What follows belongs to an exercise in optimizing a design on an open flow for small area, a short achievable clock period and few clock cycles; a production flow would make more cautious choices.
Function was checked by simulation only, so behaviour that the tests miss may differ from the original.
Power figures rest on the tool's default switching activity, not on a simulated workload.

==> flow/design.v <==
module mips_file (
	input clock,
	input [4:0] rd, input [31:0] D,
	input [4:0] rs, rt, output reg [31:0] S, T
);
	wire [32*32-1:0] R;
	assign R[31:0] = 32'b0;
	genvar i;
	generate
		for (i = 1; i < 32; i = i + 1) begin : g
			reg [31:0] r;
			always @(posedge clock)
				if (rd == i)  r <= D;
			assign R[i*32 +: 32] = r;
		end
	endgenerate
	integer k;
	always @(*) begin
		S = 32'b0;
		T = 32'b0;
		for (k = 1; k < 32; k = k + 1) begin
			S = S | ({32 {rs == k}} & R[k*32 +: 32]);
			T = T | ({32 {rt == k}} & R[k*32 +: 32]);
		end
	end
endmodule
module mips_core (
	input clock, input reset,
	output reg [4:0] wd, output [31:0] WD,		 
	output [4:0] rs, rt, input [31:0] GS, GT,	 
	output [31:0] PC, input [31:0] op,		 
	output [31:0] DA,				 
	output [3:0] we, output [31:0] DO,		 
	output re, input [31:0] DI			 
);
	wire [5:0] C  = op[31:26];
	wire [4:0] rd = op[15:11];
	wire [4:0] sa = op[10:6];
	wire [5:0] F  = op[5:0];
	assign rs = op[25:21];
	assign rt = op[20:16];
	wire special = C == 6'b000000;
	wire regimm  = C == 6'b000001;
	wire jump    = C[5:1] == 5'b00001;		 
	wire cond    = C[5:2] == 4'b0001;		 
	wire addi    = C[5:2] == 4'b0010;		 
	wire logi    = C[5:2] == 4'b0011;		 
	wire load    = C[5:3] == 3'b100;
	wire store   = C[5:3] == 3'b101;
	wire shift   = special & F[5:3] == 3'b000;
	wire jr      = special & F[5:3] == 3'b001;	 
	wire add     = special & F[5:4] == 2'b10 & !F[2];
	wire log     = special & F[5:2] == 4'b1001;
	wire lr = jr & F[0];				 
	wire la = jump & C[0];				 
	wire bl = regimm & rt[4];			 
	wire [4:0] dst = (shift | add | log | lr) ? rd :
			 (addi | logi | load)     ? rt :
			 (la | bl)                ? 5'd31 : 5'd0;
	reg  [4:0]  ed, md;			 
	reg         ev, mv;			 
	wire [31:0] ER, MR;			 
	wire fse = ev & (rs == ed), fsm = mv & (rs == md);
	wire fte = ev & (rt == ed), ftm = mv & (rt == md);
	wire [31:0] S = fse ? ER : fsm ? MR : GS;
	wire [31:0] T = fte ? ER : ftm ? MR : GT;
	wire useT = special | cond | regimm | store;
	wire [31:0] imm = jump ? {6'b0, op[25:0]} :
			  (logi & C[1:0] == 2'b11) ? {op[15:0], 16'b0} :
			  logi ? {16'b0, op[15:0]} :
			  {{16 {op[15]}}, op[15:0]};
	reg [31:0] A, B;			 
	reg [15:0] I;				 
	reg [4:0]  SA;				 
	reg x_sum, x_slt, x_sub, x_uns;		 
	reg x_and, x_or, x_xor, x_nor, x_lui;	 
	reg x_shl, x_shr, x_arith;		 
	reg x_link;				 
	reg x_load, x_store, x_se;		 
	reg [3:0] x_mask;
	reg x_br, x_j, x_jr;			 
	reg [2:0] x_bf;
	wire [1:0] LF = log ? F[1:0] : C[1:0];
	always @(posedge clock) begin
		A  <= S;
		B  <= useT ? T : imm;
		I  <= op[15:0];
		SA <= F[2] ? S[4:0] : sa;
		ed <= dst;
		ev <= !reset & dst != 5'd0;
		x_sum   <= (add & !F[3]) | (addi & !C[1]);
		x_slt   <= (add &  F[3]) | (addi &  C[1]);
		x_sub   <= add ? F[1] : C[1];
		x_uns   <= add ? F[0] : C[0];
		x_and   <= (log | logi) & LF == 2'b00;
		x_or    <= (log | logi) & LF == 2'b01;
		x_xor   <= (log | logi) & LF == 2'b10;
		x_nor   <=  log         & LF == 2'b11;
		x_lui   <=        logi  & LF == 2'b11;
		x_shl   <= shift & !F[1];
		x_shr   <= shift &  F[1];
		x_arith <= shift & F[1] & F[0];
		x_link  <= lr | la | bl;
		x_load  <= !reset & load;
		x_store <= !reset & store;
		x_se    <= C[2:1] == 2'b00;
		x_mask  <= C[1] ? 4'b1111 : C[0] ? 4'b0011 : 4'b0001;
		x_br    <= !reset & (regimm | cond);
		x_j     <= !reset & jump;
		x_jr    <= !reset & jr;
		x_bf    <= {C[2], C[2] == C[1], C[2] ? C[0] : rt[0]};
	end
	function [32:0] add32 (input [31:0] a, b, input c);
		reg [32:0] g, p, t;
		integer i, d;
		begin
			g = {a & b, c};
			p = {a ^ b, 1'b0};
			t = p;
			for (d = 1; d < 33; d = d * 2) begin
				for (i = 32; i >= d; i = i - 1) begin
					g[i] = g[i] | (p[i] & g[i - d]);
					p[i] = p[i] & p[i - d];
				end
			end
			add32 = {g[32], t[32:1] ^ g[31:0]};
		end
	endfunction
	wire [32:0] s = add32(A, x_sub ? ~B : B, x_sub);
	wire lt = x_uns ? !s[32] : (A[31] != B[31]) ? A[31] : s[31];
	wire [31:0] lo = ({32 {x_and}} & (A & B)) |
			 ({32 {x_or }} & (A | B)) |
			 ({32 {x_xor}} & (A ^ B)) |
			 ({32 {x_nor}} & ~(A | B)) |
			 ({32 {x_lui}} & B);
	function [31:0] bshift (input [31:0] x, input [4:0] n,
			       input l, r, f);
		reg [31:0] v, y;
		integer i, k;
		begin
			v = x;
			for (k = 0; k < 5; k = k + 1) begin
				for (i = 0; i < 32; i = i + 1)
					y[i] = (n[k] & l & (i >= (1 << k) ? v[i - (1 << k)] : 1'b0)) |
					       (n[k] & (k == 0 ? r : !l) &
						(i + (1 << k) < 32 ? v[i + (1 << k)] : f)) |
					       (!n[k] & (k == 0 ? l | r : 1'b1) & v[i]);
				v = y;
			end
			bshift = v;
		end
	endfunction
	wire [31:0] sr = bshift(B, SA, x_shl, x_shr, x_arith & B[31]);
	reg  [31:2] pc;
	wire [31:2] pc4 = pc + 1;
	assign ER = ({32 {x_sum}} & s[31:0]) |
		    {31'b0, x_slt & lt} |
		    lo |
		    sr |
		    ({32 {x_link}} & {pc4, 2'b00});
	wire [32:0] eas = add32(A, {{16 {I[15]}}, I}, 1'b0);
	wire [31:0] ea = eas[31:0];
	wire [31:0] SD = {x_mask[2] ? B[31:24] : x_mask[1] ? B[15:8] : B[7:0],
			  x_mask[2] ? B[23:16] : B[7:0],
			  x_mask[1] ? B[15: 8] : B[7:0],
			  B[7:0]};
	reg [31:0] MA, M;			 
	reg [3:0]  m_we;
	reg        m_load, m_se;
	reg [2:1]  m_mask;
	always @(posedge clock) begin
		MA     <= ea;
		M      <= x_store ? SD : ER;	 
		m_we   <= x_store ? x_mask << ea[1:0] : 4'b0;
		m_load <= x_load;
		m_se   <= x_se;
		m_mask <= x_mask[2:1];
		md <= ed;
		mv <= ev;
	end
	wire [1:0] ba = MA[1:0];
	assign DA = {MA[31:2], 2'b00};
	assign re = m_load;
	assign we = m_we;
	assign DO = M;
	wire [15:0] dh = ba[1] ? DI[31:16] : DI[15:0];
	wire [7:0]  db = ba[0] ? dh[15:8]  : dh[7:0];
	wire        sb = m_se & (m_mask[1] ? dh[15] : db[7]);
	wire [31:0] LD = {m_mask[2] ? DI[31:16] : {16 {sb}},
			  m_mask[1] ? dh[15:8]  : { 8 {sb}},
			  db};
	assign MR = m_load ? LD : M;
	assign WD = MR;
	always @(*)
		wd = md;
	wire eq = A == B;
	wire taken = x_br & (((x_bf[2] & eq) | (x_bf[1] & A[31])) ^ x_bf[0]);
	wire [31:2] bt = pc + {{14 {I[15]}}, I};
	always @(posedge clock)
		pc <= reset ? 30'b0 :
		      x_jr  ? A[31:2] :
		      x_j   ? {pc[31:28], B[25:0]} :
		      taken ? bt : pc4;
	assign PC = {pc, 2'b00};
endmodule
module mips_cpu (
	input clock, input reset,
	output [31:0] PC, input [31:0] op,		 
	output [31:0] DA,				 
	output [3:0] we, output [31:0] DO,		 
	output re, input [31:0] DI			 
);
	wire [4:0] rd, rs, rt;
	wire [31:0] GD, GS, GT;
	mips_file F (clock, rd, GD, rs, rt, GS, GT);
	mips_core C (clock, reset, rd, GD, rs, rt, GS, GT, PC, op,
		     DA, we, DO, re, DI);
endmodule
clock: 6.0 ns
lec_check: 0
cap_margin: 20
core_margin: 2
core_utilization: 40
setup_slack_margin: 3.5
slew_margin: 20
tns_end_percent: 0
run.sh (not shown) runs the stock make flow with config.mk's settings and CLKGATE_MAP_FILE= SYNTH_SCRIPT=/design/flow/synth_recipe.tcl, a recipe that flattens the netlist after the stock synthesis.
Testbench counts at the start, summed over its fixed seeds: cycles 48,867.
==> next run, changes <==
--- a/flow/design.v
+++ b/flow/design.v
@@ -61,19 +61,34 @@
 	reg         ev, mv;			 
 	wire [31:0] ER, MR;			 
 	wire fse = ev & (rs == ed), fsm = mv & (rs == md);
 	wire fte = ev & (rt == ed), ftm = mv & (rt == md);
-	wire [31:0] S = fse ? ER : fsm ? MR : GS;
-	wire [31:0] T = fte ? ER : ftm ? MR : GT;
 	wire useT = special | cond | regimm | store;
 	wire [31:0] imm = jump ? {6'b0, op[25:0]} :
 			  (logi & C[1:0] == 2'b11) ? {op[15:0], 16'b0} :
 			  logi ? {16'b0, op[15:0]} :
 			  {{16 {op[15]}}, op[15:0]};
+	wire [31:0] AS;				 
+	wire        AL;				 
+	wire [31:0] EO;				 
+	reg x_sum, x_slt;
+	function [31:0] opsel (input fe, fm, ra, input [31:0] i,
+			       input xs, xl, input [31:0] as, input al,
+			       input [31:0] eo, mr);
+		opsel = ({32 {fe & xs}} & as) |
+			{31'b0, fe & xl & al} |
+			({32 {fe}} & eo) |
+			({32 {!fe & fm}} & mr) |
+			({32 {!fe & !fm & ra}} & i);
+	endfunction
+	wire [31:0] S  = opsel(fse, fsm, 1'b1, GS, x_sum, x_slt, AS, AL, EO, MR);
+	wire [31:0] BN = opsel(useT & fte, useT & ftm, useT, GT,
+			       x_sum, x_slt, AS, AL, EO, MR) |
+			 ({32 {!useT}} & imm);
 	reg [31:0] A, B;			 
 	reg [15:0] I;				 
 	reg [4:0]  SA;				 
-	reg x_sum, x_slt, x_sub, x_uns;		 
+	reg x_sub, x_uns;			 
 	reg x_and, x_or, x_xor, x_nor, x_lui;	 
 	reg x_shl, x_shr, x_arith;		 
 	reg x_link;				 
 	reg x_load, x_store, x_se;		 
@@ -82,9 +97,9 @@
 	reg [2:0] x_bf;
 	wire [1:0] LF = log ? F[1:0] : C[1:0];
 	always @(posedge clock) begin
 		A  <= S;
-		B  <= useT ? T : imm;
+		B  <= BN;
 		I  <= op[15:0];
 		SA <= F[2] ? S[4:0] : sa;
 		ed <= dst;
 		ev <= !reset & dst != 5'd0;
@@ -152,13 +167,12 @@
 	endfunction
 	wire [31:0] sr = bshift(B, SA, x_shl, x_shr, x_arith & B[31]);
 	reg  [31:2] pc;
 	wire [31:2] pc4 = pc + 1;
-	assign ER = ({32 {x_sum}} & s[31:0]) |
-		    {31'b0, x_slt & lt} |
-		    lo |
-		    sr |
-		    ({32 {x_link}} & {pc4, 2'b00});
+	assign AS = s[31:0];
+	assign AL = lt;
+	assign EO = lo | sr | ({32 {x_link}} & {pc4, 2'b00});
+	assign ER = ({32 {x_sum}} & s[31:0]) | {31'b0, x_slt & lt} | EO;
 	wire [32:0] eas = add32(A, {{16 {I[15]}}, I}, 1'b0);
 	wire [31:0] ea = eas[31:0];
 	wire [31:0] SD = {x_mask[2] ? B[31:24] : x_mask[1] ? B[15:8] : B[7:0],
 			  x_mask[2] ? B[23:16] : B[7:0],
Wire length is lower by 2.2%.
Synthesized area is lower by about 1%.
Utilization is lower by 0.23 points.
Total power is lower by about 0.4%.
Design area is lower by 1.7%.
Die area is lower by 0.96%.
Testbench counts after the change, summed over its fixed seeds: cycles 48,867.

what the ideal ports hide:
How much do the figures lean on ideal ports? The routed layouts below were timed once more, with nothing changed but the port constraints. Step 1 sets driving cells, clkbuf_16 on the clock port and buf_2 on the other inputs (assumed; they add their load-dependent delay and slew). Step 2 also shifts input and output timing later by t, the mid clock arrival at the registers, as if the neighbouring blocks saw the same clock. a / b / c = ideal ports / drivers / drivers and shift; a / b = the first two.
| run | t (ns) | setup WS [ns] | worst hold slack (ns) | slew at the worst register clock pin (ns) | cell pins on the clock port's net |
|---|---|---|---|---|---|
| the first run | 0.914 | 2.260 / 2.235 / 1.320 | 0.334 / 0.334 / 0.334 | 0.07 / 0.07 | 1 |
| the second run | 0.867 | 2.140 / 2.140 / 1.332 | 0.325 / 0.325 / 0.325 | 0.07 / 0.07 | 1 |
After both steps setup and hold are still met in every run listed. For the first run, which loses most, drivers alone change the setup slack by -0.025 ns; drivers and shift together by -0.940 ns.
